What follows belongs to an exercise in optimizing a design on an open flow for small area, a short achievable clock period and few clock cycles; a production flow would make more cautious choices. Power and IR drop assume default switching activity.

==> flow/design.v <==
`timescale 1ns / 1ps
module reg_file(
	input         clk,
	input  [15:1] wen_hi,
	input  [15:1] wen_lo,
	input  [15:0] wr_data,
	input  [15:1] sel_a,
	input  [15:1] sel_b,
	output reg [15:0] rd_a,
	output reg [15:0] rd_b);
	reg [15:0] regs [1:15];
	integer i;
	always @(*) begin
		rd_a = 16'h0000;
		rd_b = 16'h0000;
		for (i = 1; i < 16; i = i + 1) begin
			rd_a = rd_a | (regs[i] & {16{sel_a[i]}});
			rd_b = rd_b | (regs[i] & {16{sel_b[i]}});
		end
	end
	always @(posedge clk)
		for (i = 1; i < 16; i = i + 1) begin
			if (wen_hi[i]) regs[i][15:8] <= wr_data[15:8];
			if (wen_lo[i]) regs[i][7:0]  <= wr_data[7:0];
		end
endmodule
`timescale 1ns / 1ps
module Core(
	input             clk,
	input             rst,                        
	input      [15:0] mem_to_core_data,           
	output     [15:0] core_to_mem_data,           
	output     [23:0] core_to_mem_address,        
	output            core_to_mem_write_enable);  
	localparam ADD  = 4'b0000;
	localparam ADDI = 4'b0001;
	localparam SUB  = 4'b0010;
	localparam LW   = 4'b0011;
	localparam SW   = 4'b0100;
	localparam LUI  = 4'b0101;
	localparam CMP  = 4'b0110;
	localparam BR   = 4'b0111;
	localparam JMP  = 4'b1000;
	localparam SLL  = 4'b1001;
	localparam SLR  = 4'b1010;
	localparam AND  = 4'b1011;
	localparam NAND = 4'b1100;
	localparam OR   = 4'b1101;
	localparam NOT  = 4'b1110;
	localparam LLI  = 4'b1111;
	wire [15:0] md = mem_to_core_data;
	reg [23:0] addr;         
	reg [23:0] save;         
	reg        dslot;        
	reg        dslot_ld;     
	reg        we;           
	reg        a_data;       
	reg        a_ld;         
	reg        nf_lo;        
	reg        nf_kill;      
	reg [3:0]  ld_dest;
	reg        ld_we;
	reg [15:0] ir;           
	reg [15:1] oh_a, oh_b;   
	reg        r_valid;      
	reg        zero, negative;
	reg [15:0] opa, opb;
	reg [15:0] sdata;        
	reg        e_cmp;        
	reg        e_kadd, e_klog;            
	reg        e_cin;                     
	reg [6:0]  e_s0, e_s1;                
	reg [3:0]  e_tt;         
	reg        e_we_hi, e_we_lo;
	reg [3:0]  e_dest;
	wire [15:0] sum;
	wire        cout;
	add16 _add(.a(opa), .b(opb), .cin(e_cin), .s(sum), .cout(cout));
	wire eq = &(opa ^ opb);
	wire lt = cout & ~eq;    
	reg  [15:0] logic_r;
	integer k;
	always @(*)
		for (k = 0; k < 16; k = k + 1)
			logic_r[k] = e_tt[{opa[k], opb[k]}];
	reg [15:0] sh1, shf;
	integer m;
	always @(*) begin
		sh1 = opa & {16{e_s0[3]}};
		for (m = 1; m < 4; m = m + 1) begin
			sh1 = sh1 | ((opa << m) & {16{e_s0[3 - m]}}) | ((opa >> m) & {16{e_s0[3 + m]}});
		end
		shf = sh1 & {16{e_s1[3]}};
		for (m = 1; m < 4; m = m + 1) begin
			shf = shf | ((sh1 << (4 * m)) & {16{e_s1[3 - m]}}) | ((sh1 >> (4 * m)) & {16{e_s1[3 + m]}});
		end
	end
	wire [15:0] other  = ({16{e_klog}} & logic_r) |
	                     shf;
	wire [15:0] result = ({16{e_kadd}} & sum) | other;
	wire        e_hi  = e_we_hi;
	wire        e_lo  = e_we_lo;
	wire        w_hi  = a_ld ? ld_we : e_hi;
	wire        w_lo  = a_ld ? ld_we : e_lo;
	wire [3:0]  w_idx = a_ld ? ld_dest : e_dest;
	wire [15:0] w_data = ({16{a_ld}} & md) | result;    
	reg  [15:1] wen_hi, wen_lo;
	integer p;
	always @(*)
		for (p = 1; p < 16; p = p + 1) begin
			wen_hi[p] = ((e_dest == p) & e_hi) | ((ld_dest == p) & a_ld & ld_we);
			wen_lo[p] = ((e_dest == p) & e_lo) | ((ld_dest == p) & a_ld & ld_we);
		end
	wire [3:0] op = ir[15:12];
	wire [3:0] ra = ir[11:8];
	wire [3:0] rb = ir[7:4];
	wire [7:0] imm = ir[7:0];
	wire [15:0] rf_a, rf_b;
	reg_file _reg_file(
		.clk(clk), .wen_hi(wen_hi), .wen_lo(wen_lo), .wr_data(w_data),
		.sel_a(oh_a), .sel_b(oh_b), .rd_a(rf_a), .rd_b(rf_b));
	reg        d_alu, d_cmp, d_sub, d_imm, d_hi, d_lo, d_desta;
	reg [1:0]  d_sel;
	reg [3:0]  d_tt;
	reg [15:0] d_immv;
	always @(*) begin
		d_alu = 1; d_cmp = 0; d_sub = 0; d_imm = 0; d_hi = 1; d_lo = 1; d_desta = 0;
		d_sel = 2'd0; d_tt = 4'b0000; d_immv = {8'h00, imm};
		case (op)
			ADD:  ;
			ADDI: begin d_imm = 1; d_desta = 1; end
			SUB:  d_sub = 1;
			CMP:  begin d_cmp = 1; d_sub = 1; d_hi = 0; d_lo = 0; end
			SLL:  begin d_imm = 1; d_sel = 2'd2; end
			SLR:  begin d_imm = 1; d_sel = 2'd3; end
			AND:  begin d_sel = 2'd1; d_tt = 4'b1000; end
			NAND: begin d_sel = 2'd1; d_tt = 4'b0111; end
			OR:   begin d_sel = 2'd1; d_tt = 4'b1110; end
			NOT:  begin d_sel = 2'd1; d_tt = 4'b0011; end
			LUI:  begin d_imm = 1; d_sel = 2'd1; d_tt = 4'b1010; d_desta = 1; d_lo = 0; d_immv = {imm, imm}; end
			LLI:  begin d_imm = 1; d_sel = 2'd1; d_tt = 4'b1010; d_desta = 1; d_hi = 0; d_immv = {imm, imm}; end
			default: begin d_alu = 0; d_hi = 0; d_lo = 0; end
		endcase
	end
	wire [3:0] d_dest = d_desta ? ra : rb;
	wire       d_dnz  = (d_dest != 4'd0);
	wire [3:0]  pa = d_sub ? rb : ra;
	wire [3:0]  pb = d_sub ? ra : rb;
	wire ea = (e_dest == pa), eb = (e_dest == pb) & ~d_imm;
	wire la = a_ld & ld_we & (ld_dest == pa), lb = a_ld & ld_we & (ld_dest == pb);
	wire [15:0] ld_a = la ? md : rf_a;
	wire [15:0] ld_br = lb ? md : rf_b;
	wire [15:0] ld_b = d_imm ? d_immv : d_sub ? ~ld_br : ld_br;
	wire [15:0] rx = d_sub ? ~result : result;
	wire [15:0] opa_n = {(ea & e_hi) ? result[15:8] : ld_a[15:8],
	                     (ea & e_lo) ? result[7:0]  : ld_a[7:0]};
	wire [15:0] opb_n = {(eb & e_hi) ? rx[15:8] : ld_b[15:8],
	                     (eb & e_lo) ? rx[7:0]  : ld_b[7:0]};
	wire a_fs    = ~a_data;
	wire kill    = nf_kill | b_hit;
	wire is_ins  = a_fs & ~kill & ~nf_lo;
	wire is_lo   = a_fs & ~kill & nf_lo;
	wire [3:0] mop = md[15:12];
	wire m_sub = (mop == SUB) | (mop == CMP);
	wire needs_lo = (mop == LW) | (mop == SW) | (mop == JMP) |
	                ((mop == BR) & (md[11:8] < 4'd6));
	reg  cond;
	always @(*)
		case (ra[2:0])
			3'd0: cond = zero;
			3'd1: cond = ~zero;
			3'd2: cond = negative;
			3'd3: cond = zero | negative;
			3'd4: cond = ~negative & ~zero;
			default: cond = ~negative | zero;
		endcase
	reg  bpend;              
	wire b_adj    = e_cmp;
	wire lo_ldst  = is_lo & ((op == LW) | (op == SW));
	wire lo_jump  = is_lo & ((op == JMP) | ((op == BR) & (b_adj | cond)));
	wire b_pred   = is_lo & (op == BR) & b_adj;
	wire b_miss   = bpend & ~cond;       
	wire b_hit    = bpend & cond;        
	integer q;
	always @(posedge clk) begin
		save <= addr + 24'd1;
		if (rst) begin
			addr    <= 24'h3c8c;
			dslot   <= 0;
			we      <= 0;
			a_data  <= 0;
			nf_lo   <= 0;
			nf_kill <= 1;
			r_valid <= 0;
			a_ld    <= 0;
			bpend   <= 0;
		end else begin
			if (lo_ldst | lo_jump)
				addr <= {imm, md};
			else if (dslot | b_miss)
				addr <= save;
			else
				addr <= addr + 24'd1;
			dslot    <= lo_ldst;
			dslot_ld <= is_lo & (op == LW);
			we       <= is_lo & (op == SW);
			a_data   <= dslot;
			a_ld     <= dslot & dslot_ld;
			if (a_fs) begin
				if (~kill)
					nf_lo <= is_ins & needs_lo;
				nf_kill <= (lo_jump & ~b_pred) | b_miss;
			end
			bpend <= b_pred;
			r_valid <= is_ins;
		end
		if (is_lo) begin
			ld_dest <= ra;
			ld_we   <= (ra != 4'd0);
		end
		if (is_ins)
			ir <= md;
		for (q = 1; q < 16; q = q + 1) begin
			oh_a[q] <= m_sub ? (md[7:4] == q) : (md[11:8] == q);
			oh_b[q] <= m_sub ? (md[11:8] == q) : (md[7:4] == q);
		end
		if (e_cmp) begin
			zero     <= eq;
			negative <= lt;
		end
		opa <= opa_n;
		if (r_valid & (op == SW))
			sdata <= opa_n;         
		opb <= opb_n;
		e_tt    <= d_tt;
		e_s1[3] <= (imm[3:2] == 2'd0);
		for (q = 1; q < 4; q = q + 1) begin
			e_s1[3 - q] <= (d_sel == 2'd2) & (imm[3:2] == q);
			e_s1[3 + q] <= (d_sel == 2'd3) & (imm[3:2] == q);
		end
		if (rst) begin
			e_cmp   <= 0;
			e_kadd  <= 0;
			e_cin   <= 0;
			e_klog  <= 0;
			e_s0    <= 0;
			e_we_hi <= 0;
			e_we_lo <= 0;
		end else begin
			e_cmp   <= r_valid & d_cmp;
			e_kadd  <= r_valid & d_alu & (d_sel == 2'd0) & ~d_cmp;
			e_cin   <= d_sub;
			e_klog  <= r_valid & d_alu & (d_sel == 2'd1);
			e_s0[3] <= r_valid & d_sel[1] & (imm[1:0] == 2'd0);
			for (q = 1; q < 4; q = q + 1) begin
				e_s0[3 - q] <= r_valid & (d_sel == 2'd2) & (imm[1:0] == q);
				e_s0[3 + q] <= r_valid & (d_sel == 2'd3) & (imm[1:0] == q);
			end
			e_we_hi <= r_valid & d_hi & d_dnz;
			e_we_lo <= r_valid & d_lo & d_dnz;
		end
		e_dest  <= d_dest;
	end
	assign core_to_mem_address      = addr;
	assign core_to_mem_data         = sdata;
	assign core_to_mem_write_enable = we;
endmodule
module add16(
	input  [15:0] a,
	input  [15:0] b,
	input         cin,
	output [15:0] s,
	output        cout);
	wire [15:0] p = a ^ b;
	wire [15:0] g0 = a & b;
	wire [15:0] g = {g0[15:1], g0[0] | (p[0] & cin)};
	wire [15:0] G1, P1, G2, P2, G3, P3, G4, P4;
	genvar i;
	generate
		for (i = 0; i < 16; i = i + 1) begin : pf
			if (i & 1) begin
				assign G1[i] = g[i] | (p[i] & g[i - 1]);
				assign P1[i] = p[i] & p[i - 1];
			end else begin
				assign G1[i] = g[i];
				assign P1[i] = p[i];
			end
			if (i & 2) begin
				assign G2[i] = G1[i] | (P1[i] & G1[(i & ~3) + 1]);
				assign P2[i] = P1[i] & P1[(i & ~3) + 1];
			end else begin
				assign G2[i] = G1[i];
				assign P2[i] = P1[i];
			end
			if (i & 4) begin
				assign G3[i] = G2[i] | (P2[i] & G2[(i & ~7) + 3]);
				assign P3[i] = P2[i] & P2[(i & ~7) + 3];
			end else begin
				assign G3[i] = G2[i];
				assign P3[i] = P2[i];
			end
			if (i & 8) begin
				assign G4[i] = G3[i] | (P3[i] & G3[(i & ~15) + 7]);
				assign P4[i] = P3[i] & P3[(i & ~15) + 7];
			end else begin
				assign G4[i] = G3[i];
				assign P4[i] = P3[i];
			end
		end
	endgenerate
	assign s = p ^ {G4[14:0], cin};
	assign cout = G4[15];
endmodule
==> flow/config.mk <==
export PLATFORM = sky130hd
export DESIGN_NAME = Core
export DESIGN_NICKNAME = Core
export VERILOG_FILES = /design/flow/design.v
export SDC_FILE = /design/flow/constraint.sdc
export NUM_CORES = 4
export LEC_CHECK = 0
export CAP_MARGIN = 20
export CORE_MARGIN = 2
export CORE_UTILIZATION = 60
export CTS_CLUSTER_DIAMETER = 150
export CTS_CLUSTER_SIZE = 20
export SETUP_SLACK_MARGIN = 4.4
export SLEW_MARGIN = 20
==> flow/constraint.sdc <==
create_clock -name core_clock -period 7.0 [get_ports {clk}]
set_input_delay 1.4000 -clock core_clock [delete_from_list [all_inputs] [get_ports {clk}]]
set_output_delay 1.4000 -clock core_clock [all_outputs]
set_load 0.01 [all_outputs]
standard.sh (not shown) runs the stock make flow with config.mk's settings and CLKGATE_MAP_FILE= SYNTH_SCRIPT=/design/flow/synth_recipe.tcl, a recipe that flattens the netlist after the stock synthesis.
==> flow/flow/run.sh <==
#!/bin/bash
# The standard layout (standard.sh: same synthesis script, registers and
# steps), with two changes to how cells are picked:
#  - ADDER_MAP_FILE is empty, so synthesis leaves adders to abc as plain logic
#    instead of fixed full/half adder cells;
#  - the input and output port buffers are buf_4 cells instead of the delay
#    buffers (clkdlybuf4s50_1) that buffer_ports picks by default.
# ORFS writes each step's full log under orfs/logs; make's output goes to
# standard.log.
set -euo pipefail
export ADDER_MAP_FILE=
export BUFFER_PORTS_ARGS="-buffer_cell sky130_fd_sc_hd__buf_4"
bash standard.sh > standard.log 2>&1
Rerun with:
--- a/flow/design.v
+++ b/flow/design.v
@@ -1,10 +1,11 @@
 `timescale 1ns / 1ps
 module reg_file(
 	input         clk,
-	input  [15:1] wen_hi,
-	input  [15:1] wen_lo,
+	input         we_hi,
+	input         we_lo,
+	input  [3:0]  wr_idx,
 	input  [15:0] wr_data,
 	input  [15:1] sel_a,
 	input  [15:1] sel_b,
 	output reg [15:0] rd_a,
 	output reg [15:0] rd_b);
@@ -17,14 +18,15 @@
 			rd_a = rd_a | (regs[i] & {16{sel_a[i]}});
 			rd_b = rd_b | (regs[i] & {16{sel_b[i]}});
 		end
 	end
 	always @(posedge clk)
-		for (i = 1; i < 16; i = i + 1) begin
-			if (wen_hi[i]) regs[i][15:8] <= wr_data[15:8];
-			if (wen_lo[i]) regs[i][7:0]  <= wr_data[7:0];
-		end
+		for (i = 1; i < 16; i = i + 1)
+			if (wr_idx == i) begin
+				if (we_hi) regs[i][15:8] <= wr_data[15:8];
+				if (we_lo) regs[i][7:0]  <= wr_data[7:0];
+			end
 endmodule
 `timescale 1ns / 1ps
 module Core(
 	input             clk,
 	input             rst,                        
@@ -102,24 +104,17 @@
 	wire        e_lo  = e_we_lo;
 	wire        w_hi  = a_ld ? ld_we : e_hi;
 	wire        w_lo  = a_ld ? ld_we : e_lo;
 	wire [3:0]  w_idx = a_ld ? ld_dest : e_dest;
 	wire [15:0] w_data = ({16{a_ld}} & md) | result;    
-	reg  [15:1] wen_hi, wen_lo;
-	integer p;
-	always @(*)
-		for (p = 1; p < 16; p = p + 1) begin
-			wen_hi[p] = ((e_dest == p) & e_hi) | ((ld_dest == p) & a_ld & ld_we);
-			wen_lo[p] = ((e_dest == p) & e_lo) | ((ld_dest == p) & a_ld & ld_we);
-		end
 	wire [3:0] op = ir[15:12];
 	wire [3:0] ra = ir[11:8];
 	wire [3:0] rb = ir[7:4];
 	wire [7:0] imm = ir[7:0];
 	wire [15:0] rf_a, rf_b;
 	reg_file _reg_file(
-		.clk(clk), .wen_hi(wen_hi), .wen_lo(wen_lo), .wr_data(w_data),
+		.clk(clk), .we_hi(w_hi), .we_lo(w_lo), .wr_idx(w_idx), .wr_data(w_data),
 		.sel_a(oh_a), .sel_b(oh_b), .rd_a(rf_a), .rd_b(rf_b));
 	reg        d_alu, d_cmp, d_sub, d_imm, d_hi, d_lo, d_desta;
 	reg [1:0]  d_sel;
 	reg [3:0]  d_tt;
 	reg [15:0] d_immv;
@@ -142,28 +137,32 @@
 			default: begin d_alu = 0; d_hi = 0; d_lo = 0; end
 		endcase
 	end
 	wire [3:0] d_dest = d_desta ? ra : rb;
 	wire       d_dnz  = (d_dest != 4'd0);
-	wire [3:0]  pa = d_sub ? rb : ra;
-	wire [3:0]  pb = d_sub ? ra : rb;
-	wire ea = (e_dest == pa), eb = (e_dest == pb) & ~d_imm;
-	wire la = a_ld & ld_we & (ld_dest == pa), lb = a_ld & ld_we & (ld_dest == pb);
+	wire ea = (e_dest == ra), eb = (e_dest == rb) & ~d_imm;
+	wire la = a_ld & ld_we & (ld_dest == ra), lb = a_ld & ld_we & (ld_dest == rb);
 	wire [15:0] ld_a = la ? md : rf_a;
 	wire [15:0] ld_br = lb ? md : rf_b;
-	wire [15:0] ld_b = d_imm ? d_immv : d_sub ? ~ld_br : ld_br;
-	wire [15:0] rx = d_sub ? ~result : result;
-	wire [15:0] opa_n = {(ea & e_hi) ? result[15:8] : ld_a[15:8],
+	wire [15:0] ld_b = d_imm ? d_immv : ld_br;
+	wire [15:0] fwd_a = {(ea & e_hi) ? result[15:8] : ld_a[15:8],
 	                     (ea & e_lo) ? result[7:0]  : ld_a[7:0]};
-	wire [15:0] opb_n = {(eb & e_hi) ? rx[15:8] : ld_b[15:8],
-	                     (eb & e_lo) ? rx[7:0]  : ld_b[7:0]};
+	wire        ebr = (e_dest == rb);
+	wire        xa_hi = d_sub ? (ebr & e_hi) : (ea & e_hi);
+	wire        xa_lo = d_sub ? (ebr & e_lo) : (ea & e_lo);
+	wire        xb_hi = d_sub ? (ea & e_hi) : (eb & e_hi);
+	wire        xb_lo = d_sub ? (ea & e_lo) : (eb & e_lo);
+	wire [15:0] sa = d_sub ? ld_br : ld_a;
+	wire [15:0] sb = d_sub ? ~ld_a : ld_b;
+	wire [15:0] rx = d_sub ? ~result : result;
+	wire [15:0] opa_n = {xa_hi ? result[15:8] : sa[15:8], xa_lo ? result[7:0] : sa[7:0]};
+	wire [15:0] opb_n = {xb_hi ? rx[15:8] : sb[15:8], xb_lo ? rx[7:0] : sb[7:0]};
 	wire a_fs    = ~a_data;
 	wire kill    = nf_kill | b_hit;
 	wire is_ins  = a_fs & ~kill & ~nf_lo;
 	wire is_lo   = a_fs & ~kill & nf_lo;
 	wire [3:0] mop = md[15:12];
-	wire m_sub = (mop == SUB) | (mop == CMP);
 	wire needs_lo = (mop == LW) | (mop == SW) | (mop == JMP) |
 	                ((mop == BR) & (md[11:8] < 4'd6));
 	reg  cond;
 	always @(*)
 		case (ra[2:0])
@@ -219,20 +218,20 @@
 			ld_we   <= (ra != 4'd0);
 		end
 		if (is_ins)
 			ir <= md;
 		for (q = 1; q < 16; q = q + 1) begin
-			oh_a[q] <= m_sub ? (md[7:4] == q) : (md[11:8] == q);
-			oh_b[q] <= m_sub ? (md[11:8] == q) : (md[7:4] == q);
+			oh_a[q] <= (md[11:8] == q);
+			oh_b[q] <= (md[7:4] == q);
 		end
 		if (e_cmp) begin
 			zero     <= eq;
 			negative <= lt;
 		end
 		opa <= opa_n;
 		if (r_valid & (op == SW))
-			sdata <= opa_n;         
+			sdata <= fwd_a;
 		opb <= opb_n;
 		e_tt    <= d_tt;
 		e_s1[3] <= (imm[3:2] == 2'd0);
 		for (q = 1; q < 4; q = q + 1) begin
 			e_s1[3 - q] <= (d_sel == 2'd2) & (imm[3:2] == q);
Die area increases by 0.33%. First-iteration DRC count rose by 11%. Worst setup slack gains 0.053 ns. Count of clock-buffer cells in the layout is unchanged. Worst hold slack is worse by 0.024 ns. Global-route usage grows by 0.18 points. Power drops by 2.1%. Wire length is about the same. Sequential power hardly moves. Via count came out higher by 2.4%.
No functional check of the RTL was part of any run of this note.

==> port drivers added, routing unchanged <==
Ports are ideal in the flow. The routed layouts listed here were re-timed in OpenROAD. Step 1 (the two cells are an assumption about what drives the block):
set clk [get_ports {clk}]
set_driving_cell -lib_cell sky130_fd_sc_hd__clkbuf_16 $clk
set_driving_cell -lib_cell sky130_fd_sc_hd__buf_2 [delete_from_list [all_inputs] $clk]
Step 2 adds t to the input delays and takes it off the output delays; t is the mean of the earliest and latest rising clock arrival at the registers after step 1. Input paths then give back, and output paths get back, about the clock's delay inside the block. Slacks: ideal / step 1 / step 2; pairs: ideal / step 1.
run	t (ns)	setup WS [ns]	worst setup path after step 2
the first run	0.620	4.249 / 4.249 / 4.249	register to register
the second run	0.628	4.302 / 4.302 / 4.052	input to register
After both steps setup and hold are still met in every run listed. The setup slack of the second run, which loses most, moves by 0.000 ns with the drivers and by -0.250 ns with both steps.
